Background: an optimization exercise with open tools, aiming at small area and a short achievable clock period. Do not read the settings as production practice. Function was not checked in any run shown here: the RTL went through the layout flow alone.

==> flow/design.v, too long to show whole: its modules and the start of the top module <==
// module cordic: 7673 lines
module cordic(clk, angle, sine, cosine);
  // ...
==> flow/run.sh <==
#!/bin/bash
# synth_recipe.tcl (not shown) runs the flow's synth.tcl, then flattens the netlist and writes it again
# the make line also repeats each setting of config.mk as NAME=value (left out here)
make -C /OpenROAD-flow-scripts/flow DESIGN_CONFIG=/design/flow/config.mk WORK_HOME=/design/flow/orfs CLKGATE_MAP_FILE= SYNTH_SCRIPT=/design/flow/synth_recipe.tcl finish
==> flow/config.mk <==
export PLATFORM = sky130hd
export DESIGN_NAME = cordic
export DESIGN_NICKNAME = cordic
export VERILOG_FILES = /design/flow/design.v
export SDC_FILE = /design/flow/constraint.sdc
export NUM_CORES = 4
export LEC_CHECK = 0
export CAP_MARGIN = 20
export CORE_MARGIN = 2
export CORE_UTILIZATION = 40
export SLEW_MARGIN = 20
==> flow/constraint.sdc <==
create_clock -name core_clock -period 3.5 [get_ports {clk}]
set_input_delay 0.7000 -clock core_clock [delete_from_list [all_inputs] [get_ports {clk}]]
set_output_delay 0.7000 -clock core_clock [all_outputs]
set_load 0.01 [all_outputs]
==> impl_results.md, run 1 <==
* Status: no timing/DRC/antenna violations
* Commonest register cell after synthesis: dfxtp_1
* First-pass GRT wire length at roughly 90000 um
* Final hold viol count at 0
* CTS tree: done
* Vias per std cell at roughly 4.9
* Most frequent cell on the critical path: a31oi_1
* CTS Buffer Depth at 3
* Post-synthesis mux area share at 0.01287
* Most common cell in the netlist: dfxtp_1
* Multi-input gate area at roughly 0.018 mm2
* Crit path depth at 8
* Synth Area in XOR/XNOR at 0.1658
* Signal buffers share of area at 0.02308
* Critical path cell sequence: ha_1, and3_1, a21oi_1, a31oi_1, a31oi_1, inv_1, fa_1, xor2_1
* Seq. cell area at about 0.011 mm2
* Routed via count at about 21000
* RSZ-0062 raised after global routing: false
* Detailed Routing Iterations Pass 1 at 5
* ClkCell Share at 0.05979
* Worst path max stage delay at 0.75 ns
* Max_slew headroom at 0.2814
* WHS Endpoint: d1_3$_DFF_P_
* Largest cells by area after synthesis: dfxtp_1 37%, xnor2_1 11%, ha_1 9.9%
* Core footprint at approximately 0.076 mm2
* Number of synthesized flops with an enable pin at 0
* Area delta synth->final at 12.22%
==> inputs of run 2 (changes only) <==
--- a/flow/config.mk
+++ b/flow/config.mk
@@ -8,4 +8,5 @@
 export CAP_MARGIN = 20
 export CORE_MARGIN = 2
 export CORE_UTILIZATION = 40
+export SETUP_SLACK_MARGIN = 0.5
 export SLEW_MARGIN = 20
==> impl_results.md, run 2 <==
* DR WL/cell at 12.66 um
* Most frequent cells in the layout: 569 x dfxtp_1, 396 x xnor2_1, 242 x ha_1
* Mapped Nets at approximately 3500
* Mapped Cells at 3202
* 1st-iter DRT viols at around 770
* CTS Root Cell: clkbuf_16
* CP max stage cell: dfxtp_1
* First-pass GRT wire length at 91940 um (unchanged)
* Num CTS Buffers at 60
* Period utilization at 0.7643
* Final Skew at approximately 0.034 ns
* Post-synthesis sequential area ratio at 0.3731
* Worst setup SP type: flop
* Initial antenna violation count at 0
* Final wirelength at roughly 54000 um
* Routed via count at 20813 (unchanged)
* Largest net degree at the start of global routing at 39
* Synth top area share at 0.3731
* Most frequent cell on the critical path: a31oi_1
* Largest Register: a0
* Max Cap Violations at 0
* Critical path cell sequence: ha_1, and3_1, a21oi_1, a31oi_1, a31oi_1, inv_1, fa_1, xor2_1
* Cts hold-fix bufs at 0
* Final Max Slew Viols at 0
* Row cnt at approximately 100
* Buf/Inv on CP at 1
* GR Util All Layers at 0.1377
* IO Port Bufs at between 60 and 70
* WP data arrival at between 3 and 4 ns
* Syn Area/Cell at about 9.5 um2
* Setup CP Type: flop to flop
* Crit-path max FO at 14
* Core footprint at 0.07570 mm2 (unchanged)
* CTS Buffer Depth at 3 (unchanged)
* Commonest register cell after synthesis: dfxtp_1
* Cts repair resizes at 0
* Yosys Warn Count at 1
* Post-DP HPWL at 42440 um
* Clock Latency Late Sink at 0.63 ns
* Max_slew headroom at 0.2814 (unchanged)
* Synth Cell Area at a little over 0.03 mm2
* CTS tree: done
* Asr flop ratio synth at 0
* Die width at around 280 um
* H-tree depth at 2
* Number of global-route vias before repair at approximately 20000
* Worst path max stage delay at 0.75 ns (about the same)
* Final hold viol count at 0 (unchanged)
* Max reg flops at 32
* # fillers at approximately 7200
* Reg clk slew, reported paths at ~0.06 ns
* Setup TNS at 0 ns
* Final period demand of the worst path at 2.675 ns
* Die ar. at around 0.08 mm2
* Area leader, netlist: dfxtp_1
* Top Ports at 65
* Starting density of the core at 0.4033
* Post-synth top cells: 569 x dfxtp_1, 396 x xnor2_1, 242 x ha_1
* Die Height at 280.3 um
* Synth unique cells at between 80 and 90
* CP required at 4.01 ns
* CTS Sinks at 569
* Largest registers in the final layout: a0 (32), z2 (30), z3 (29)
* Number of synthesized flops with an enable pin at 0 (unchanged)
* Detailed Routing Iterations Pass 1 at 5 (unchanged)
* Family with the most delay on the worst path: adder cells
* N_diodes at 0
* Max frequency at between 300 and 400 MHz
* Largest cells by area after synthesis: dfxtp_1 37%, xnor2_1 11%, ha_1 9.9%
* Most common cell after layout, fill and taps aside: dfxtp_1
* Status: no timing/DRC/antenna violations
* Setup bufs post-CTS at 0
* Grt total ovfl at 0
* Hold Path Class: flop to flop
* Number of nets with antenna violations after routing at 0
* RSZ-0062 raised after global routing: false
* DR DRC count at 0
* Layout cells sized above 1 at 0.05545
* Routability congestion estimate from global placement at 0.8245
* Vias per std cell at 4.865 (unchanged)
* Most common cell in the netlist: dfxtp_1
* Area delta synth->final at 12.22% (unchanged)
* Final nets at about 3600
* Actual slew at the worst max-slew pin at between 1 and 1.5 ns
* Setup violators final at 0
* Critical Path End Type: flop
* Number of synthesized register bits at roughly 570
[run 2: metal layers]
| metal | wire length, um | GRT usage | part of all wire |
|---|---|---|---|
| met5 | 0 | 0 | 0 |
| met4 | 1698 | 0.04991 | 0.031 |
| met3 | 1486 | 0.01940 | 0.027 |
| met2 | 27000 | 0.2561 | 0.50 |
| met1 | 23980 | 0.1594 | 0.44 |
[run 2: path summary, 6_finish.rpt]
check,from,end,slack (ns),depth (start not counted)
setup reg to reg,y9[15]$_DFF_P_,x10[14]$_DFF_P_,0.82,8
setup / recovery,y9[15]$_DFF_P_,x10[14]$_DFF_P_,0.82,8
hold / removal,d1_2$_DFF_P_,d1_3$_DFF_P_,0.32,0
hold reg to reg,d1_2$_DFF_P_,d1_3$_DFF_P_,0.32,0
[run 2: cell families after synthesis]
logic type,count (synthesis),share of synthesized area
AO/OA/AOI/OAI,654,0.1436
buffers and inverters,338,0.04226
adder cells (fa/ha/maj),307,0.1415
flip-flops,569,0.3731
AND/OR/NAND/NOR,718,0.1208
multiplexers,38,0.01287
XOR/XNOR,578,0.1658
[run 2: cell type report]
cell class | count | area (um2) | area share
inverters | 241 | 904.6 | 0.02641
well taps | 978 | 1224 | 0.03572
clock inverters | 32 | 395.4 | 0.01154
multi-input cells | 2295 | 17900 | 0.5225
repair buffers | 84 | 790.8 | 0.02308
flip-flops and latches | 569 | 11390 | 0.3325
clock buffers | 79 | 1653 | 0.04825
[run 2: through the flow]
stage               instances    util  hold slack (ns)  worst slack, ns  area (um2)
floorplan                3202       -           0.3096            1.067       30530
finish                   4278  0.4526           0.3238           0.8248       34260
CTS                      4278  0.4526           0.3242           0.8211       34260
global placement         4167  0.4255           0.3099           0.8741       32210
detailed placement       4167  0.4255           0.3121           0.8303       32210
global route             4278  0.4526           0.3350           0.6123       34260
==> inputs of run 3 (changes only) <==
--- a/flow/config.mk
+++ b/flow/config.mk
@@ -8,5 +8,5 @@
 export CAP_MARGIN = 20
 export CORE_MARGIN = 2
 export CORE_UTILIZATION = 40
-export SETUP_SLACK_MARGIN = 0.5
+export SETUP_SLACK_MARGIN = 1.0
 export SLEW_MARGIN = 20
==> impl_results.md, run 3 <==
* Number of synthesized flops with an enable pin at 0 (unchanged)
* Final Max Slew Viols at 0 (unchanged)
* Layout cells sized above 1 at 0.07955 (+0.02410)
* Final hold slack at 0.3238 ns (-0.00001900 ns)
* Top Metal Used: met4
* Core footprint at 0.07570 mm2 (unchanged)
* WP data arrival at 2.99 ns (-0.20 ns)
* Most common cell in the netlist: dfxtp_1
* Largest cells by area after synthesis: dfxtp_1 37%, xnor2_1 11%, ha_1 9.9%
* GR Util All Layers at 0.1382 (+0.0004479)
* Period utilization at 0.7095 (-0.05486)
* Fin util at 0.4596 (+0.007075)
* Die Height at 280.3 um (unchanged)
* DRT met1 WL at 24080 um (+0.43%)
* Starting density of the core at 0.4033 (unchanged)
* Detailed Routing Iterations Pass 1 at 5 (unchanged)
* Max Cap Violations at 0 (unchanged)
* H-tree depth at 2 (unchanged)
* Largest registers in the final layout: a0 (32), z2 (30), z3 (29)
* Number of synthesized register bits at 569 (unchanged)
* Vias per std cell at 4.886 (+0.43%)
* Post-synthesis sequential area ratio at 0.3731 (unchanged)
* Final nets at 3596 (+0.17%)
* WL met3 at 1536 um (+3.4%)
* Reg clk slew, reported paths at 0.06 ns (about the same)
* Actual slew at the worst max-slew pin at 1.079 ns (+0.001637 ns)
* Largest net degree at the start of global routing at 39 (unchanged)
* Commonest register cell after synthesis: dfxtp_1
* Asr flop ratio synth at 0 (unchanged)
* Mapped Cells at 3202 (unchanged)
* Synth unique cells at 86 (unchanged)
* Row cnt at 101 (unchanged)
* DP Worst Slack at 0.8303 ns (unchanged)
* Area leader, netlist: dfxtp_1
* Final Skew at 0.03390 ns (-0.0004381 ns)
* Yosys Warn Count at 1 (unchanged)
* Most common cell after layout, fill and taps aside: dfxtp_1
* PnR worst setup slack at 1.017 ns (+0.1920 ns)
* Max_slew headroom at 0.2803 (-0.001093)
* Area delta synth->final at 13.97%
* CTS Root Cell: clkbuf_16
* N_diodes at 0 (unchanged)
* Max reg flops at 32 (unchanged)
* CP max stage cell: fa_1
* Routability congestion estimate from global placement at 0.8245 (unchanged)
* CP required at 4.01 ns (about the same)
* Top Ports at 65 (unchanged)
* Setup TNS at 0 ns (unchanged)
* Num CTS Buffers at 60 (unchanged)
* Clock Latency Late Sink at 0.63 ns (about the same)
* # fillers at 7166 (-0.91%)
* Largest Register: a0
* 1st-iter DRT viols at 815 (+6.1%)
* Critical Path End Type: flop
* Final period demand of the worst path at 2.483 ns (-0.1920 ns)
* Worst path max stage delay at 0.45 ns (-0.30 ns)
* Setup violators final at 0 (unchanged)
* Grt total ovfl at 0 (unchanged)
* Hold Path Class: flop to flop
* Number of global-route vias before repair at 19976 (+0.27%)
* IO Port Bufs at 64 (unchanged)
* Routed via count at 20932 (+0.57%)
* Most frequent cell on the critical path: fa_1
* Final hold viol count at 0 (unchanged)
* DR DRC count at 0 (unchanged)
* Max frequency at 402.7 MHz (+7.7%)
* Status: no timing/DRC/antenna violations
* Initial antenna violation count at 0 (unchanged)
* Crit-path max FO at 3 (-11)
* DR WL/cell at 12.83 um (+1.3%)
* Worst setup SP type: flop
* CTS Sinks at 569 (unchanged)
* Post-synth top cells: 569 x dfxtp_1, 396 x xnor2_1, 242 x ha_1
* Synth top area share at 0.3731 (unchanged)
* Die ar. at 0.07855 mm2 (unchanged)
* RSZ-0062 raised after global routing: true
* Syn Area/Cell at 9.534 um2 (unchanged)
* Setup CP Type: flop to flop
* Synth Cell Area at 0.03053 mm2 (unchanged)
* Most frequent cells in the layout: 562 x dfxtp_1, 396 x xnor2_1, 239 x ha_1
* Cts hold-fix bufs at 0 (unchanged)
* Final wirelength at 54950 um (+1.4%)
* DR WL met2 at 27670 um (+2.5%)
* Number of nets with antenna violations after routing at 0 (unchanged)
* Critical path cell sequence: fa_1, nand2b_1, a21oi_2, o2111ai_1, a31oi_1, a31oi_2, inv_1, fa_1
* Die width at 280.3 um (unchanged)
* CTS tree: done
* Mapped Nets at 3541 (unchanged)
* CTS Buffer Depth at 3 (unchanged)
* Post-DP HPWL at 42440 um (unchanged)
* First-pass GRT wire length at 92240 um (+0.33%)
## run 3: cell counts after synthesis
Identical to the previous run, type by type.
## run 3: critical path, delay by kind of cell, from the launching register on
family / cells / cell delay [ns]
AND/OR/NAND/NOR: 1 / 0.18
flip-flops: 1 / 0.35
adder cells (fa/ha/maj): 2 / 0.85
AO/OA/AOI/OAI: 4 / 0.91
buffers and inverters: 1 / 0.09
## run 3: final cells by class
class / count / area [um2] / area share
multi-input cells: 2295 / 18370 / 0.5278
inverters: 241 / 915.9 / 0.02632
clock inverters: 32 / 395.4 / 0.01136
flip-flops and latches: 569 / 11400 / 0.3278
repair buffers: 90 / 835.8 / 0.02402
well taps: 978 / 1224 / 0.03517
clock buffers: 79 / 1653 / 0.04750
## run 3: repair_timing
| item | 4_1_cts | 5_1_grt |
|---|---|---|
| resized for setup | 27 | 68 |
| cloned | 0 | 0 |
| hold endpoints to repair | 0 | 0 |
| pin swaps | 0 | 14 |
| buffers inserted | 2 | 4 |
| endpoints found under the setup margin | 24 | 46 |
## run 3: final timing paths
path                            slack, ns     startpoint  cells after the start         endpoint
worst max register to register       1.02  d10_1$_DFF_P_                      8  x11[13]$_DFF_P_
worst max-delay path                 1.02  d10_1$_DFF_P_                      8  x11[13]$_DFF_P_
worst min-delay path                 0.32   d1_2$_DFF_P_                      0     d1_3$_DFF_P_
worst min register to register       0.32   d1_2$_DFF_P_                      0     d1_3$_DFF_P_
## run 3: kinds of logic (layout without fill, tap and decap cells)
logic type / after synthesis / after routing / synth area share
DFF: 569 / 569 / 0.3731
AOI/OAI and AO/OA: 654 / 654 / 0.1436
and+or+nand+nor: 718 / 718 / 0.1208
xor gates and xnor gates: 578 / 578 / 0.1658
adders and majority gates: 307 / 307 / 0.1415
buffers and inverters: 338 / 442 / 0.04226
muxes: 38 / 38 / 0.01287
## run 3: metal layers
metal	up-vias	track usage
li1	11219	-
met1	9372	0.1600
met2	243	0.2570
met3	98	0.01940
met4	0	0.04977
met5	-	0
## run 3: metrics by stage
step	instance area, um2	std cells
6_report	34790	4284
5_1_grt	34790	4284
4_1_cts	34380	4280
3_5_place_dp	32210	4167
3_3_place_gp	32210	4167
2_1_floorplan	30530	3202
==> inputs of run 4 (changes only) <==
--- a/flow/config.mk
+++ b/flow/config.mk
@@ -8,5 +8,5 @@
 export CAP_MARGIN = 20
 export CORE_MARGIN = 2
 export CORE_UTILIZATION = 40
-export SETUP_SLACK_MARGIN = 1.0
+export SETUP_SLACK_MARGIN = 1.6
 export SLEW_MARGIN = 20
==> impl_results.md, run 4 <==
* Final hold slack at 0.3117 ns (-0.01206 ns)
* Most common cell in the netlist: dfxtp_1
* Final wirelength at 63900 um (+16%)
* Area delta synth->final at 35.24%
* Die ar. at 0.07855 mm2 (unchanged)
* R2R Path Start: d11_1$_DFF_P_
* Post-synthesis sequential area ratio at 0.3731 (unchanged)
* Asr flop ratio synth at 0 (unchanged)
* Final Non-Filler Cells at 4553 (+6.3%)
* CTS Buffer Depth at 3 (unchanged)
* Mapped Nets at 3541 (unchanged)
* N_diodes at 0 (unchanged)
* Most frequent cell on the critical path: fa_2
* Largest cells by area after synthesis: dfxtp_1 37%, xnor2_1 11%, ha_1 9.9%
* CP max stage cell: fa_2
* Number of global-route vias before repair at 22496 (+13%)
* Die width at 280.3 um (unchanged)
* Routability congestion estimate from global placement at 0.8051 (-2.4%)
* Routed via count at 22560 (+7.8%)
* Worst R2R Setup Slack at 1.24 ns (+0.22 ns)
* Core footprint at 0.07570 mm2 (unchanged)
* Final Max Slew Viols at 0 (unchanged)
* Critical Path End Type: flop
* Setup CP Type: flop to flop
* CP required at 3.98 ns (-0.03 ns)
* Synth Cell Area at 0.03053 mm2 (unchanged)
* Period utilization at 0.6460 (-0.06350)
* Synth unique cells at 86 (unchanged)
* Post-synth top cells: 569 x dfxtp_1, 396 x xnor2_1, 242 x ha_1
* Setup violators final at 0 (unchanged)
* Reg clk slew, reported paths at 0.06 ns (about the same)
* Buf/Inv on CP at 0 (-1)
* R2r endpoint: x12[13]$_DFF_P_
* Post-DP HPWL at 44150 um (+4.0%)
* Largest registers in the final layout: a0 (32), z2 (30), z3 (29)
* Grt total ovfl at 0 (unchanged)
* # fillers at 6412 (-11%)
* Min-Delay Path Depth at 0 (unchanged)
* DR WL met2 at 33950 um (+23%)
* Layout cells sized above 1 at 0.3424 (+0.2628)
* WP data arrival at 2.74 ns (-0.25 ns)
* Most common cell after layout, fill and taps aside: dfxtp_1
* WHS Endpoint: s30_2$_DFF_P_
* Final nets at 3864 (+7.5%)
* Setup TNS at 0 ns (unchanged)
* RSZ-0062 raised after global routing: true
* Actual slew at the worst max-slew pin at 0.9836 ns (-0.09499 ns)
* Detailed Routing Iterations Pass 1 at 5 (unchanged)
* Largest net degree at the start of global routing at 44 (+13%)
* Worst path max stage delay at 0.44 ns (about the same)
* Mapped Cells at 3202 (unchanged)
* Starting density of the core at 0.4033 (unchanged)
* Final period demand of the worst path at 2.261 ns (-0.2222 ns)
* Synth top area share at 0.3731 (unchanged)
* Worst setup SP type: flop
* Row cnt at 101 (unchanged)
* CTS Sinks at 569 (unchanged)
* DRT met1 WL at 26460 um (+9.9%)
* Initial antenna violation count at 0 (unchanged)
* Final hold viol count at 0 (unchanged)
* Max_slew headroom at 0.3437 (+0.06338)
* Hold Path Class: flop to flop
* Reg2reg path depth at 7 (-1)
* H-tree depth at 3 (+1)
* Critical path cell sequence: fa_2, nand2b_4, a21oi_4, o2111ai_4, a31oi_2, a31o_2, fa_2
* IO Port Bufs at 64 (unchanged)
* Top Metal Used: met4
* Number of synthesized flops with an enable pin at 0 (unchanged)
* Clock Latency Late Sink at 0.62 ns (about the same)
* Top Ports at 65 (unchanged)
* Placed insts at 4165 (-0.048%)
* Family with the most delay on the worst path: adder cells
* CTS Root Cell: clkbuf_16
* Crit-path max FO at 3 (unchanged)
* Max Cap Violations at 0 (unchanged)
* Final Skew at 0.02876 ns (-0.005133 ns)
* First-pass GRT wire length at 105700 um (+15%)
* Number of nets with antenna violations after routing at 0 (unchanged)
* Max reg flops at 32 (unchanged)
* Syn Area/Cell at 9.534 um2 (unchanged)
* Vias per std cell at 4.955 (+1.4%)
* Number of synthesized register bits at 569 (unchanged)
* Hold_sp: s30_1$_DFF_P_
* WL met3 at 1492 um (-2.9%)
* Largest Register: a0
* CTS tree: done
* DP Area at 0.03354 mm2 (+4.1%)
* Area leader, netlist: dfxtp_1
* GR Util All Layers at 0.1593 (+0.02113)
* Fin area at 0.04129 mm2 (+19%)
* Fin util at 0.5454 (+0.08579)
* DR DRC count at 0 (unchanged)
* Most frequent cells in the layout: 397 x dfxtp_1, 389 x xnor2_1, 222 x buf_4
* Yosys Warn Count at 1 (unchanged)
* DR WL/cell at 14.03 um (+9.4%)
* Die Height at 280.3 um (unchanged)
* 1st-iter DRT viols at 879 (+7.9%)
* Status: no timing/DRC/antenna violations
* Commonest register cell after synthesis: dfxtp_1
* Max frequency at 442.3 MHz (+9.8%)
* Num CTS Buffers at 66 (+10%)
* Worst setup startpoint: d11_1$_DFF_P_
-- run 4: how the worst max path moves through the flow --
stage	endpoint	slack [ns]	depth (start not counted)
2_1_floorplan	x9[13]$_DFF_P_	1.33	8
3_5_place_dp	x8[13]$_DFF_P_	0.94	9
4_1_cts	x8[13]$_DFF_P_	1.25	9
3_3_place_gp	x9[13]$_DFF_P_	1.00	8
5_1_grt	x12[13]$_DFF_P_	1.16	7
6_report	x12[13]$_DFF_P_	1.24	7
-- run 4: cell type report --
type	count	area, um2	share of cell area
multi-input cells	2295	22150	0.5364
well taps	978	1224	0.02964
clock buffers	90	1863	0.04512
inverters	241	952.2	0.02306
flip-flops and latches	569	11760	0.2848
clock inverters	28	295.3	0.007152
repair buffers	352	3048	0.07382
-- run 4: cell families (layout without fill, tap and decap cells) --
| family | Yosys count | in the layout | synth area share |
|---|---|---|---|
| XOR/XNOR | 578 | 578 | 0.1658 |
| buffers and inverters | 338 | 711 | 0.04226 |
| AO/OA/AOI/OAI | 654 | 654 | 0.1436 |
| multiplexers | 38 | 38 | 0.01287 |
| adder cells (fa/ha/maj) | 307 | 307 | 0.1415 |
| flip-flops | 569 | 569 | 0.3731 |
| AND/OR/NAND/NOR | 718 | 718 | 0.1208 |
-- run 4: stage by stage --
stage               setup WS [ns]
CTS                         1.246
detailed placement         0.9396
finish                      1.239
floorplan                   1.328
global route                1.156
global placement            1.005
-- run 4: routing by layer --
metal,GRT usage,vias to the layer above
met5,0,-
met4,0.05526,0
met3,0.02290,132
met2,0.3072,261
met1,0.1760,10409
li1,-,11758
-- run 4: repair_timing --
item | 4_1_cts | 5_1_grt
setup buffers | 190 | 80
resized for setup | 568 | 342
cloned | 0 | 0
setup endpoints to repair | 301 | 294
hold buffers | 0 | 0
pin swaps | 308 | 254
==> inputs of run 5 (changes only) <==
--- a/flow/config.mk
+++ b/flow/config.mk
@@ -8,5 +8,5 @@
 export CAP_MARGIN = 20
 export CORE_MARGIN = 2
 export CORE_UTILIZATION = 40
-export SETUP_SLACK_MARGIN = 1.6
+export SETUP_SLACK_MARGIN = 1.3
 export SLEW_MARGIN = 20
==> impl_results.md, run 5 <==
* Status: no timing/DRC/antenna violations
* Number of global-route vias before repair at 20848 (-7.3%)
* Number of synthesized flops with an enable pin at 0 (unchanged)
* Mapped Nets at 3541 (unchanged)
* Final hold slack at 0.3078 ns (-0.003888 ns)
* Buf/Inv on CP at 1 (+1)
* Die Height at 280.3 um (unchanged)
* Setup violators final at 0 (unchanged)
* Area delta synth->final at 23.96%
* WP data arrival at 2.75 ns (about the same)
* Largest cells by area after synthesis: dfxtp_1 37%, xnor2_1 11%, ha_1 9.9%
* Final period demand of the worst path at 2.270 ns (+0.009040 ns)
* Most frequent cell on the critical path: fa_2
* Syn Area/Cell at 9.534 um2 (unchanged)
* CTS Sinks at 569 (unchanged)
* CTS tree: done
* Max frequency at 440.5 MHz (-0.40%)
* Die width at 280.3 um (unchanged)
* DR WL/cell at 13.54 um (-3.5%)
* Clock Latency Late Sink at 0.62 ns (about the same)
* Worst R2R Setup Slack at 1.23 ns (about the same)
* CP required at 3.99 ns (about the same)
* Routability congestion estimate from global placement at 0.8149 (+1.2%)
* Most common cell after layout, fill and taps aside: dfxtp_1
* Routed via count at 21763 (-3.5%)
* Fin util at 0.4999 (-0.04552)
* Critical path cell sequence: fa_2, nand2b_4, a21oi_4, o2111ai_4, a31oi_4, a31oi_2, inv_1, fa_2
* Crit path depth at 8 (+1)
* Die ar. at 0.07855 mm2 (unchanged)
* Core footprint at 0.07570 mm2 (unchanged)
* Max reg flops at 32 (unchanged)
* Worst path max stage delay at 0.42 ns (-0.02 ns)
* Worst setup SP type: flop
* Commonest register cell after synthesis: dfxtp_1
* Worst setup startpoint: d10_1$_DFF_P_
* Vias per std cell at 4.954 (about the same)
* CTS Root Cell: clkbuf_16
* Setup TNS at 0 ns (unchanged)
* Num CTS Buffers at 66 (unchanged)
* Post-synthesis sequential area ratio at 0.3731 (unchanged)
* CTS Buffer Depth at 3 (unchanged)
* 1st-iter DRT viols at 722 (-18%)
* DR DRC count at 0 (unchanged)
* Most common cell in the netlist: dfxtp_1
* Period utilization at 0.6486 (+0.002583)
* Mapped Cells at 3202 (unchanged)
* Family with the most delay on the worst path: adder cells
* Max_slew headroom at 0.3447 (+0.001000)
* Cts hold-fix bufs at 0 (unchanged)
* Final Max Slew Viols at 0 (unchanged)
* Row cnt at 101 (unchanged)
* First-pass GRT wire length at 97100 um (-8.1%)
* GR Util All Layers at 0.1462 (-0.01304)
* N_diodes at 0 (unchanged)
* Final hold viol count at 0 (unchanged)
* IO Port Bufs at 64 (unchanged)
* Most frequent cells in the layout: 475 x dfxtp_1, 395 x xnor2_1, 223 x inv_1
* Synth top area share at 0.3731 (unchanged)
* Synth Cell Area at 0.03053 mm2 (unchanged)
* Synth unique cells at 86 (unchanged)
* Post-DP HPWL at 42810 um (-3.0%)
* DP Area at 0.03231 mm2 (-3.7%)
* Setup CP Type: flop to flop
* Largest Register: a0
* Layout cells sized above 1 at 0.2041 (-0.1383)
* Worst Setup EP: x11[13]$_DFF_P_
* Final Skew at 0.03231 ns (+0.003545 ns)
* Reg2reg path depth at 8 (+1)
* Reg clk slew, reported paths at 0.06 ns (about the same)
* PnR worst setup slack at 1.230 ns (-0.009040 ns)
* Fin area at 0.03784 mm2 (-8.3%)
* Critical Path End Type: flop
* Largest registers in the final layout: a0 (32), z2 (30), z3 (29)
* Final nets at 3707 (-4.1%)
* Top Ports at 65 (unchanged)
* RSZ-0062 raised after global routing: true
* Initial antenna violation count at 0 (unchanged)
* Yosys Warn Count at 1 (unchanged)
* DP Worst Slack at 0.8255 ns (-0.1141 ns)
* Largest net degree at the start of global routing at 43 (-2.3%)
* R2R Path Start: d10_1$_DFF_P_
* Asr flop ratio synth at 0 (unchanged)
* Grt total ovfl at 0 (unchanged)
* Actual slew at the worst max-slew pin at 0.9821 ns (-0.001498 ns)
* CP max stage cell: fa_2
* Post-synth top cells: 569 x dfxtp_1, 396 x xnor2_1, 242 x ha_1
* Final wirelength at 59460 um (-6.9%)
* R2r endpoint: x11[13]$_DFF_P_
* Hold Path Class: flop to flop
* Number of synthesized register bits at 569 (unchanged)
* Detailed Routing Iterations Pass 1 at 4 (-1)
* Area leader, netlist: dfxtp_1
* Crit-path max FO at 2 (-1)
* Starting density of the core at 0.4033 (unchanged)
* H-tree depth at 3 (unchanged)
* Number of nets with antenna violations after routing at 0 (unchanged)
* Max Cap Violations at 0 (unchanged)
run 5: cell counts after synthesis:
Identical to the previous run, type by type.
run 5: metrics by stage:
stage	cells
after global routing	4393
after floorplan	3202
after global placement	4167
after CTS	4328
final	4393
after detailed placement	4167
run 5: cell families after synthesis:
family	Yosys count	synth area share
AND/OR/NAND/NOR	718	0.1208
AO/OA/AOI/OAI	654	0.1436
multiplexers	38	0.01287
buffers and inverters	338	0.04226
adder cells (fa/ha/maj)	307	0.1415
flip-flops	569	0.3731
XOR/XNOR	578	0.1658
run 5: repair_timing:
item	in CTS	in global routing
buffers inserted	46	64
resized for setup	270	252
pin swaps	90	164
endpoints found under the setup margin	131	152
run 5: layout make-up:
cell class              count  area [um2]
clock buffers              94        1887
well taps                 978        1224
fillers                  6826       37860
inverters                 241       933.4
flip-flops and latches    569       11560
multi-input cells        2295       20240
repair buffers            195        1669
clock inverters            21       324.1
run 5: worst register-to-register path: stages, from the launching register on:
cell and delay (ns):
dfxtp_2 0.35, fa_2 0.39, nand2b_4 0.16, a21oi_4 0.25, o2111ai_4 0.15, a31oi_4 0.22, a31oi_2 0.12, inv_1 0.09
fa_2 0.42
run 5: worst min path at each step:
| stage | from | endpoint | cells after the start |
|---|---|---|---|
| 2_1_floorplan | d1_1$_DFF_P_ | d1_2$_DFF_P_ | 0 |
| 3_3_place_gp | d1_1$_DFF_P_ | d1_2$_DFF_P_ | 0 |
| 3_5_place_dp | z3[0]$_DFF_P_ | z4[0]$_DFF_P_ | 0 |
| 4_1_cts | s30_1$_DFF_P_ | s30_2$_DFF_P_ | 0 |
| 5_1_grt | s30_1$_DFF_P_ | s30_2$_DFF_P_ | 0 |
| 6_report | s30_1$_DFF_P_ | s30_2$_DFF_P_ | 0 |
run 5: per-layer routing:
layer | part of all wire | vias up | GRT usage
li1 | - | 11425 | -
met1 | 0.43 | 9961 | 0.1650
met2 | 0.51 | 247 | 0.2738
met3 | 0.027 | 130 | 0.02590
met4 | 0.032 | 0 | 0.05183
met5 | 0 | - | 0
==> inputs of run 6 (changes only) <==
--- a/flow/config.mk
+++ b/flow/config.mk
@@ -8,5 +8,7 @@
 export CAP_MARGIN = 20
 export CORE_MARGIN = 2
 export CORE_UTILIZATION = 40
-export SETUP_SLACK_MARGIN = 1.3
+export CTS_CLUSTER_DIAMETER = 100
+export CTS_CLUSTER_SIZE = 30
+export SETUP_SLACK_MARGIN = 1.0
 export SLEW_MARGIN = 20
==> impl_results.md, run 6 <==
* N_diodes at 0 (unchanged)
* Setup CP Type: flop to flop
* Period utilization at 0.6870 (+0.03850)
* Yosys Warn Count at 1 (unchanged)
* Mapped Nets at 3541 (unchanged)
* Final nets at 3563 (-3.9%)
* Number of synthesized flops with an enable pin at 0 (unchanged)
* WP data arrival at 2.88 ns (+0.13 ns)
* Die width at 280.3 um (unchanged)
* Max Cap Violations at 0 (unchanged)
* Largest net degree at the start of global routing at 39 (-9.3%)
* RSZ-0062 raised after global routing: true
* Num CTS Buffers at 26 (-61%)
* GR Util All Layers at 0.1339 (-0.01236)
* # fillers at 7264 (+6.4%)
* Crit-path max FO at 3 (+1)
* PnR worst setup slack at 1.095 ns (-0.1347 ns)
* Post-DP HPWL at 42440 um (-0.86%)
* Final Non-Filler Cells at 4220 (-3.9%)
* IO Port Bufs at 64 (unchanged)
* CTS Sinks at 569 (unchanged)
* 1st-iter DRT viols at 755 (+4.6%)
* Number of nets with antenna violations after routing at 0 (unchanged)
* Hold Path Class: flop to flop
* Worst R2R Setup Slack at 1.10 ns (-0.13 ns)
* Asr flop ratio synth at 0 (unchanged)
* Synth top area share at 0.3731 (unchanged)
* DP Worst Slack at 0.8303 ns (+0.004788 ns)
* Layout cells sized above 1 at 0.06693 (-0.1372)
* DR DRC count at 0 (unchanged)
* Final Max Slew Viols at 0 (unchanged)
* Post-synth top cells: 569 x dfxtp_1, 396 x xnor2_1, 242 x ha_1
* Final Skew at 0.02014 ns (-0.01217 ns)
* CTS Root Cell: clkbuf_16
* H-tree depth at 1 (-2)
* Setup violators final at 0 (unchanged)
* Vias per std cell at 4.899 (-1.1%)
* Synth Cell Area at 0.03053 mm2 (unchanged)
* Number of synthesized register bits at 569 (unchanged)
* Row cnt at 101 (unchanged)
* Final hold viol count at 0 (unchanged)
* Max_slew headroom at 0.2879 (-0.05677)
* CTS Buffer Depth at 3 (unchanged)
* Core footprint at 0.07570 mm2 (unchanged)
* Most common cell after layout, fill and taps aside: dfxtp_1
* Area leader, netlist: dfxtp_1
* Routability congestion estimate from global placement at 0.8245 (+1.2%)
* DR WL/cell at 12.69 um (-6.2%)
* Synth unique cells at 86 (unchanged)
* Most frequent cells in the layout: 557 x dfxtp_1, 396 x xnor2_1, 239 x ha_1
* Worst setup SP type: flop
* Max frequency at 415.9 MHz (-5.6%)
* Status: no timing/DRC/antenna violations
* Detailed Routing Iterations Pass 1 at 5 (+1)
* Top Ports at 65 (unchanged)
* Grt total ovfl at 0 (unchanged)
* Largest Register: a0
* Largest registers in the final layout: a0 (32), z2 (30), z3 (29)
* Seq. cell area at 0.01141 mm2 (-1.3%)
* Final period demand of the worst path at 2.405 ns (+0.1347 ns)
* Clock Latency Late Sink at 0.60 ns (-0.02 ns)
* Multi-input gate area at 0.01840 mm2 (-9.1%)
* Final wirelength at 53570 um (-9.9%)
* Die Height at 280.3 um (unchanged)
* Reg clk slew, reported paths at 0.10 ns (+0.04 ns)
* Critical Path End Type: flop
* Mapped Cells at 3202 (unchanged)
* Cts hold-fix bufs at 0 (unchanged)
* Post-synthesis sequential area ratio at 0.3731 (unchanged)
* Commonest register cell after synthesis: dfxtp_1
* Initial antenna violation count at 0 (unchanged)
* Placed insts at 4167 (unchanged)
* Starting density of the core at 0.4033 (unchanged)
* Most common cell in the netlist: dfxtp_1
* Die ar. at 0.07855 mm2 (unchanged)
* Area delta synth->final at 10.53%
* Syn Area/Cell at 9.534 um2 (unchanged)
* Largest cells by area after synthesis: dfxtp_1 37%, xnor2_1 11%, ha_1 9.9%
* Max reg flops at 32 (unchanged)
* Setup TNS at 0 ns (unchanged)
* Actual slew at the worst max-slew pin at 1.067 ns (+0.08508 ns)
* CTS tree: done
* First-pass GRT wire length at 90290 um (-7.0%)
* CP required at 3.98 ns (about the same)
* Number of global-route vias before repair at 19583 (-6.1%)
* Routed via count at 20674 (-5.0%)
[run 6: cell types whose count changed in the layout (fill, tap and decap cells not counted), sizes merged]
cell | previous run | this run
clkdlybuf4s50 | 57 | 64
bufinv | 5 | 4
clkinv | 12 | 6
dlygate4sd2 | 1 | 0
buf | 131 | 27
clkbuf | 94 | 30
inv | 243 | 242
dlymetal6s2s | 6 | 0
clkinvlp | 2 | 5
[run 6: routing by layer]
| layer | share of wire | vias up | track usage |
|---|---|---|---|
| li1 | - | 11124 | - |
| met1 | 0.44 | 9279 | 0.1579 |
| met2 | 0.51 | 195 | 0.2550 |
| met3 | 0.018 | 76 | 0.01274 |
| met4 | 0.029 | 0 | 0.03798 |
| met5 | 0 | - | 0 |
[run 6: critical path: stages, from the launching register on]
cell and delay (ns):
dfxtp_1 0.36, fa_1 0.47, nand2b_4 0.18, a21oi_4 0.22, o2111ai_2 0.17, a31oi_2 0.24
a31oi_1 0.15, inv_1 0.09, fa_1 0.40
[run 6: through the flow]
| step | util | hold slack, ns | instance area [um2] |
|---|---|---|---|
| 5_1_grt | 0.4458 | 0.3405 | 33740 |
| 3_5_place_dp | 0.4255 | 0.3121 | 32210 |
| 6_report | 0.4458 | 0.3329 | 33740 |
| 2_1_floorplan | - | 0.3096 | 30530 |
| 3_3_place_gp | 0.4255 | 0.3099 | 32210 |
| 4_1_cts | 0.4401 | 0.3367 | 33310 |
[run 6: cell families after synthesis]
| group | synth area share |
|---|---|
| adder cells (fa/ha/maj) | 0.1415 |
| multiplexers | 0.01287 |
| AO/OA/AOI/OAI | 0.1436 |
| flip-flops | 0.3731 |
| buffers and inverters | 0.04226 |
| XOR/XNOR | 0.1658 |
| AND/OR/NAND/NOR | 0.1208 |
[run 6: timing repair]
action | 4_1_cts | 5_1_grt
endpoints found under the hold margin | 0 | 0
pin swaps | 2 | 13
buffers inserted | 3 | 4
resized for setup | 31 | 75
setup endpoints to repair | 29 | 49
[run 6: cell type report]
class	count	area share
repair buffers	91	0.02499
inverters	241	0.02714
multi-input cells	2295	0.5454
well taps	978	0.03627
clock buffers	30	0.02065
flip-flops and latches	569	0.3382
clock inverters	16	0.007342
[run 6: final timing paths]
path / startpoint / depth (start not counted) / to
hold / removal: d2_1$_DFF_P_ / 0 / d2_2$_DFF_P_
setup / recovery: d9_1$_DFF_P_ / 8 / x10[13]$_DFF_P_
hold reg to reg: d2_1$_DFF_P_ / 0 / d2_2$_DFF_P_
setup reg to reg: d9_1$_DFF_P_ / 8 / x10[13]$_DFF_P_
==> inputs of run 7 (changes only) <==
==> flow/flow/run.sh (new file) <==
#!/bin/bash
# The standard layout (the standard.sh, standard synthesis unchanged), with two
# changes to how the layout is made:
#  - port buffers are buf_2 cells instead of the delay cell buffer_ports picks by default;
#  - the resizer may swap a cell for any cell of the same function, not only one
#    of the same footprint.
set -uo pipefail
export BUFFER_PORTS_ARGS="-buffer_cell sky130_fd_sc_hd__buf_2"
bash standard.sh MATCH_CELL_FOOTPRINT=0 finish > standard.log 2>&1
status=$?
exit $status
==> flow/standard.sh (new file) <==
#!/bin/bash
# synth_recipe.tcl (not shown) runs the flow's synth.tcl, then flattens the netlist and writes it again
# the make line also repeats each setting of config.mk as NAME=value (left out here)
make -C /OpenROAD-flow-scripts/flow DESIGN_CONFIG=/design/flow/config.mk WORK_HOME=/design/flow/orfs CLKGATE_MAP_FILE= SYNTH_SCRIPT=/design/flow/synth_recipe.tcl "${@:-finish}"
--- a/flow/config.mk
+++ b/flow/config.mk
@@ -8,7 +8,5 @@
 export CAP_MARGIN = 20
 export CORE_MARGIN = 2
 export CORE_UTILIZATION = 40
-export CTS_CLUSTER_DIAMETER = 100
-export CTS_CLUSTER_SIZE = 30
-export SETUP_SLACK_MARGIN = 1.0
+export SETUP_SLACK_MARGIN = 1.3
 export SLEW_MARGIN = 20
removed: flow/run.sh
==> impl_results.md, run 7 <==
* Setup violators final at 0 (unchanged)
* CTS Root Cell: clkbuf_16
* Final wirelength at 59510 um (+11%)
* Layout cells sized above 1 at 0.2209 (+0.1540)
* Routed via count at 21756 (+5.2%)
* Die ar. at 0.07855 mm2 (unchanged)
* WP data arrival at 2.69 ns (-0.19 ns)
* Worst setup SP type: flop
* Post-DP HPWL at 42760 um (+0.75%)
* Final hold slack at 0.2059 ns (-0.1270 ns)
* Largest Register: a0
* Starting density of the core at 0.4033 (unchanged)
* CTS Sinks at 569 (unchanged)
* Area delta synth->final at 22.60%
* CP required at 3.96 ns (-0.02 ns)
* Critical path cell sequence: inv_2, fa_2, nand2b_4, a21oi_4, o2111ai_4, a31oi_4, a31oi_2, inv_1, fa_2
* Grt total ovfl at 0 (unchanged)
* 1st-iter DRT viols at 738 (-2.3%)
* Buf/Inv on CP at 2 (+1)
* Final period demand of the worst path at 2.233 ns (-0.1714 ns)
* Final Max Slew Viols at 0 (unchanged)
* PnR worst setup slack at 1.267 ns (+0.1714 ns)
* Final Skew at 0.02418 ns (+0.004045 ns)
* H-tree depth at 3 (+2)
* Most common cell in the netlist: dfxtp_1
* Cts hold-fix bufs at 0 (unchanged)
* Synth top area share at 0.3731 (unchanged)
* Syn Area/Cell at 9.534 um2 (unchanged)
* Commonest register cell after synthesis: dfxtp_1
* CTS tree: done
* Final hold viol count at 0 (unchanged)
* Crit-path max FO at 3 (unchanged)
* Area leader, netlist: dfxtp_1
* Top Ports at 65 (unchanged)
* Final Non-Filler Cells at 4391 (+4.1%)
* Mapped Cells at 3202 (unchanged)
* GR Util All Layers at 0.1474 (+0.01349)
* Number of synthesized flops with an enable pin at 0 (unchanged)
* Asr flop ratio synth at 0 (unchanged)
* CP max stage cell: fa_2
* Max Cap Violations at 0 (unchanged)
* Synth unique cells at 86 (unchanged)
* Status: no timing/DRC/antenna violations
* Final nets at 3703 (+3.9%)
* Die Height at 280.3 um (unchanged)
* Placed insts at 4165 (-0.048%)
* IO Port Bufs at 64 (unchanged)
* N_diodes at 0 (unchanged)
* Initial antenna violation count at 0 (unchanged)
* DP Area at 0.03198 mm2 (-0.73%)
* Core footprint at 0.07570 mm2 (unchanged)
* Post-synthesis sequential area ratio at 0.3731 (unchanged)
* Most frequent cells in the layout: 479 x dfxtp_1, 395 x xnor2_1, 221 x inv_1
* Number of nets with antenna violations after routing at 0 (unchanged)
* Period utilization at 0.6381 (-0.04898)
* DP Worst Slack at 0.8625 ns (+0.03220 ns)
* Family with the most delay on the worst path: adder cells
* DR DRC count at 0 (unchanged)
* Die width at 280.3 um (unchanged)
* Number of global-route vias before repair at 21120 (+7.8%)
* Detailed Routing Iterations Pass 1 at 7 (+2)
* Actual slew at the worst max-slew pin at 1.091 ns (+0.02361 ns)
* Reg clk slew, reported paths at 0.06 ns (-0.04 ns)
* DR WL/cell at 13.55 um (+6.8%)
* RSZ-0062 raised after global routing: true
* Routability congestion estimate from global placement at 0.8181 (-0.78%)
* Critical Path End Type: flop
* Max_slew headroom at 0.2722 (-0.01575)
* Hold Path Class: input pin to flop
* Largest registers in the final layout: a0 (32), z2 (30), z3 (29)
* First-pass GRT wire length at 98410 um (+9.0%)
* Largest net degree at the start of global routing at 44 (+13%)
* Post-synth top cells: 569 x dfxtp_1, 396 x xnor2_1, 242 x ha_1
* Largest cells by area after synthesis: dfxtp_1 37%, xnor2_1 11%, ha_1 9.9%
* Number of synthesized register bits at 569 (unchanged)
* Setup TNS at 0 ns (unchanged)
* Worst path max stage delay at 0.42 ns (-0.05 ns)
* Max frequency at 447.8 MHz (+7.7%)
* Max reg flops at 32 (unchanged)
* Setup CP Type: flop to flop
* Vias per std cell at 4.955 (+1.1%)
* Row cnt at 101 (unchanged)
* Fin area at 0.03743 mm2 (+11%)
* Synth Cell Area at 0.03053 mm2 (unchanged)
* Mapped Nets at 3541 (unchanged)
* Num CTS Buffers at 67 (+160%)
* Most frequent cell on the critical path: fa_2
* Yosys Warn Count at 1 (unchanged)
* Clock Latency Late Sink at 0.59 ns (about the same)
* CTS Buffer Depth at 3 (unchanged)
* Most common cell after layout, fill and taps aside: dfxtp_1
[run 7: final timing paths]
kind,from,end,slack [ns],cells past startpoint
worst min register to register,s31_2$_DFF_P_,s31_3$_DFF_P_,0.33,0
worst max register to register,y8[8]$_DFF_P_,x9[13]$_DFF_P_,1.27,9
worst min-delay path,angle[31],a0[31]$_DFF_P_,0.21,1
worst max-delay path,y8[8]$_DFF_P_,x9[13]$_DFF_P_,1.27,9
[run 7: logic make-up (layout without fill, tap and decap cells)]
family | Yosys count | count (layout) | synth area share
AO/OA/AOI/OAI | 654 | 654 | 0.1436
XOR/XNOR | 578 | 578 | 0.1658
adder cells (fa/ha/maj) | 307 | 307 | 0.1415
buffers and inverters | 338 | 549 | 0.04226
flip-flops | 569 | 569 | 0.3731
multiplexers | 38 | 38 | 0.01287
AND/OR/NAND/NOR | 718 | 718 | 0.1208
[run 7: layout make-up]
type | count | area [um2]
clock inverter | 22 | 294.0
sequential | 569 | 11570
multi-input combinational | 2295 | 20200
inverter | 241 | 929.6
clock buffer | 96 | 1937
fill | 6830 | 38270
timing repair buffer | 190 | 1274
tap | 978 | 1224
[run 7: through the flow]
step | util
after floorplan | -
after global placement | 0.4224
after detailed placement | 0.4224
after CTS | 0.4737
after global routing | 0.4945
final | 0.4945
[run 7: metal layers]
layer | vias up | part of all wire | track usage
met1 | 9947 | 0.43 | 0.1694
met2 | 255 | 0.52 | 0.2774
met5 | - | 0 | 0
li1 | 11448 | - | -
met3 | 106 | 0.026 | 0.02298
met4 | 0 | 0.025 | 0.04580
[run 7: timing repair]
action                                  in CTS  in global routing
resized for setup                          263                241
endpoints found under the setup margin     133                140
hold endpoints to repair                     0                  0
pin swaps                                   87                139
setup buffers                               47                 60

==> afterwards: timing with drivers on the ports <==
Ports are ideal in the flow. The routed layouts listed here were re-timed in OpenROAD.
Step 1: set_driving_cell puts a clkbuf_16 on clk and a buf_2 on each other input, an assumption about the parent block.
Step 2 moves the port delays by t, midway between the first and last clock arrival at a register: inputs arrive t later, outputs are due t later. That takes back most of the time a late clock gives input paths.
a / b / c = ideal / step 1 / step 2; a / b = the first two.
run | t, ns | setup WS [ns] | hold WS [ns] | worst setup path after step 2 | worst register clock-pin slew, ns
run 1 | 0.679 | 0.825 / 0.825 / 0.825 | 0.324 / 0.324 / 0.324 | register to register | 0.06 / 0.06
run 2 | 0.679 | 0.825 / 0.825 / 0.825 | 0.324 / 0.324 / 0.324 | register to register | 0.06 / 0.06
run 3 | 0.679 | 1.017 / 1.017 / 1.017 | 0.324 / 0.324 / 0.324 | register to register | 0.06 / 0.06
run 4 | 0.661 | 1.239 / 1.239 / 1.239 | 0.312 / 0.312 / 0.312 | register to register | 0.06 / 0.06
run 5 | 0.666 | 1.230 / 1.230 / 1.230 | 0.308 / 0.308 / 0.308 | register to register | 0.06 / 0.06
run 6 | 0.650 | 1.095 / 1.095 / 1.095 | 0.333 / 0.333 / 0.333 | register to register | 0.11 / 0.11
run 7 | 0.642 | 1.267 / 1.267 / 1.267 | 0.206 / 0.167 / 0.326 | register to register | 0.06 / 0.06
After both steps setup and hold are still met in every run listed.
